This is an optimization exercise on Yosys and OpenROAD, whose aim is small area, a short achievable clock period and few clock cycles per item, not a production implementation.
RTL that was checked went through simulation tests only; none was proved equivalent to the original.
Power and IR drop assume default switching activity.

== rev 12 ==
==> module lz77_decomp_core, before the edit <==
module lz77_decomp_core (
    input  logic        clk,
    input  logic        rst_n,
    input  logic        tok_valid,
    input  logic [7:0]  tok_dist,
    input  logic [3:0]  tok_len,
    input  logic [7:0]  tok_lit,
    input  logic        tok_last,
    output logic        tok_pop,
    input  logic        out_room,      
    output logic        out_push,
    output logic [7:0]  out_byte,
    output logic        out_last
);
    localparam int GBITS = 5;                  
    localparam int GSIZE = 1 << GBITS;
    localparam int NGRP  = 256 >> GBITS;
    logic [7:0] hist [0:255];
    logic             c1_v, c1_copy, c1_last, c1_d1;
    logic [7:0]       c1_lit;
    logic [GSIZE-1:0] lo_oh;                   
    logic [7-GBITS:0] c1_hi;                   
    logic [3:0]       k;                       
    logic             c2_v, c2_last;
    logic [NGRP-1:0]  c2_gsel;                 
    logic             c2_psel;                 
    logic             c2_lsel;                 
    logic [7:0]       c2_lit;
    logic [7:0]       part [0:NGRP-1];
    logic shift, f2, f1;
    assign shift = c2_v && out_room;           
    assign f2    = !c2_v || out_room;          
    assign f1    = !c1_v || f2;                
    logic c2v_next;
    assign c2v_next = f2 ? c1_v : c2_v;
    logic n_copy;
    assign n_copy  = (k != tok_len);
    assign tok_pop = f1 && tok_valid && !n_copy;
    logic [7:0] sel_n;
    assign sel_n = tok_dist - 8'd1 - {7'd0, c2v_next};
    always_ff @(posedge clk) begin
        if (!rst_n) begin
            c1_v <= 1'b0;
            c2_v <= 1'b0;
            k    <= '0;
        end else begin
            if (f1) begin
                c1_v <= tok_valid;
                if (tok_valid) begin
                    if (n_copy) k <= k + 1'b1;
                    else        k <= '0;
                end
            end
            if (f2) c2_v <= c1_v;
        end
    end
    always_ff @(posedge clk) begin
        if (f1) begin
            c1_copy <= n_copy;
            c1_last <= tok_last && !n_copy;
            c1_lit  <= tok_lit;
            c1_d1   <= (tok_dist == 8'd1);
            c1_hi   <= sel_n[7:GBITS];
            for (int j = 0; j < GSIZE; j++)
                lo_oh[j] <= (sel_n[GBITS-1:0] == j);
        end
        if (f2) begin
            c2_last <= c1_last;
            c2_lit  <= c1_lit;
            c2_lsel <= !c1_copy;
            c2_psel <= c1_copy && c1_d1 && c2_v;
            for (int g = 0; g < NGRP; g++)
                c2_gsel[g] <= c1_copy && !(c1_d1 && c2_v) && (c1_hi == g);
            for (int g = 0; g < NGRP; g++) begin
                logic [7:0] acc;
                acc = '0;
                for (int j = 0; j < GSIZE; j++)
                    acc = acc | (hist[g * GSIZE + j] & {8{lo_oh[j]}});
                part[g] <= acc;
            end
        end
    end
    logic [7:0] nbyte;
    always_comb begin
        nbyte = (c2_lit & {8{c2_lsel}}) | (hist[0] & {8{c2_psel}});
        for (int g = 0; g < NGRP; g++)
            nbyte = nbyte | (part[g] & {8{c2_gsel[g]}});
    end
    always_ff @(posedge clk) begin
        if (shift) begin
            hist[0] <= nbyte;
            for (int i = 1; i < 256; i++) hist[i] <= hist[i-1];
        end
    end
    assign out_push = shift;
    assign out_byte = nbyte;
    assign out_last = c2_last;
endmodule
Settings: LEC_CHECK=0, CAP_MARGIN=20, CORE_MARGIN=2, CORE_UTILIZATION=40, SETUP_SLACK_MARGIN=4.4, SLEW_MARGIN=20; clock period 7.0 ns.
run.sh (not shown) runs the stock make flow with config.mk's settings and CLKGATE_MAP_FILE= SYNTH_SCRIPT=/design/flow/synth_recipe.tcl, a recipe that flattens the netlist after the stock synthesis.
No stage failed in rev 12, and the final checks on the layout all came back clean.
Changes in rev 13 relative to rev 12:
--- a/flow/design.v
+++ b/flow/design.v
@@ -14,11 +14,16 @@
     output logic        out_last
 );
     localparam int GBITS = 5;                  
     localparam int GSIZE = 1 << GBITS;
     localparam int NGRP  = 256 >> GBITS;
+    localparam int SEG = 16;
     logic [7:0] hist [0:255];
+    logic [3:0]             rot;       
+    logic                   started;   
+    logic                   ok;
+    assign ok = (rot == '0);
     logic             c1_v, c1_copy, c1_last, c1_d1;
     logic [7:0]       c1_lit;
     logic [GSIZE-1:0] lo_oh;                   
     logic [7-GBITS:0] c1_hi;                   
     logic [3:0]       k;                       
@@ -27,26 +32,30 @@
     logic             c2_psel;                 
     logic             c2_lsel;                 
     logic [7:0]       c2_lit;
     logic [7:0]       part [0:NGRP-1];
     logic shift, f2, f1;
-    assign shift = c2_v && out_room;           
-    assign f2    = !c2_v || out_room;          
+    assign shift = c2_v && out_room && ok;     
+    assign f2    = ok && (!c2_v || out_room);  
     assign f1    = !c1_v || f2;                
     logic c2v_next;
     assign c2v_next = f2 ? c1_v : c2_v;
     logic n_copy;
     assign n_copy  = (k != tok_len);
     assign tok_pop = f1 && tok_valid && !n_copy;
     logic [7:0] sel_n;
     assign sel_n = tok_dist - 8'd1 - {7'd0, c2v_next};
     always_ff @(posedge clk) begin
         if (!rst_n) begin
-            c1_v <= 1'b0;
-            c2_v <= 1'b0;
-            k    <= '0;
+            c1_v    <= 1'b0;
+            c2_v    <= 1'b0;
+            k       <= '0;
+            rot     <= '0;
+            started <= 1'b0;
         end else begin
+            if (shift)        started <= 1'b1;
+            if (!shift && started) rot <= rot + 1'b1;
             if (f1) begin
                 c1_v <= tok_valid;
                 if (tok_valid) begin
                     if (n_copy) k <= k + 1'b1;
                     else        k <= '0;
@@ -86,13 +95,15 @@
         nbyte = (c2_lit & {8{c2_lsel}}) | (hist[0] & {8{c2_psel}});
         for (int g = 0; g < NGRP; g++)
             nbyte = nbyte | (part[g] & {8{c2_gsel[g]}});
     end
     always_ff @(posedge clk) begin
-        if (shift) begin
-            hist[0] <= nbyte;
-            for (int i = 1; i < 256; i++) hist[i] <= hist[i-1];
+        for (int i = 0; i < 256; i++) begin
+            if (i % SEG != 0)  hist[i] <= hist[i-1];
+            else if (!shift)   hist[i] <= hist[i+SEG-1];
+            else if (i == 0)   hist[i] <= nbyte;
+            else               hist[i] <= hist[i-1];
         end
     end
     assign out_push = shift;
     assign out_byte = nbyte;
     assign out_last = c2_last;
[summary]
- | maximum count of clock buffers along a single path | rev 12 vs rev 13 | ≈ equal |
- Rev 13 vs rev 12 — total non-filler cell area in the finished layout dropped about 22%.
- The utilization of rev 13 exceeds that of rev 12 by 1.4 points.
- In terms of portion of the layout cell area used by non-clock buffers, rev 12 and rev 13 differ only marginally.
- Cmp rev 13 vs rev 12: stage delay of the slowest cell on the critical path higher in rev 13
- [rev 13 vs rev 12] global-route usage: higher in rev 13
- STATUS total internal power: rev 13 wins against rev 12
- Relative to rev 12, area of the mapped netlist has gone down in rev 13.
- Compared with rev 12, in rev 13 number of vias in the routed layout fell about 16%, combined buffer and inverter count along the critical path fell 2, routing usage on met1 increased 1.3 points, sequential share of layout area fell by 7.7 points.
- Synthesized netlist cell count | rev 13 above rev 12
- Rev 12 consumes more power than rev 13.
Testbench counts of rev 13, summed over its fixed seeds: cycles 77,530, bytes 77,498.
No functional check of the RTL was part of rev 12.

[separate check: timing with driven ports]
No port has a modelled driver above. Below, the same layouts with a new extraction and two added sets of constraints.
Step 1 sets driving cells, clkbuf_16 on the clock port and buf_2 on the other inputs (assumed; they add their load-dependent delay and slew).
Step 2 also shifts input and output timing later by t, the mid clock arrival at the registers, as if the neighbouring blocks saw the same clock.
Slacks: ideal / step 1 / step 2; pairs: ideal / step 1.
run	t (ns)	slack for setup (ns)	pins driven straight from the clock port
rev 12	0.911	4.180 / 4.089 / 4.339	1
rev 13	0.894	4.242 / 4.166 / 3.945	1
After both steps every run listed still meets setup and hold. The setup slack of rev 13, which loses most, moves by -0.076 ns with the drivers and by -0.297 ns with both steps.
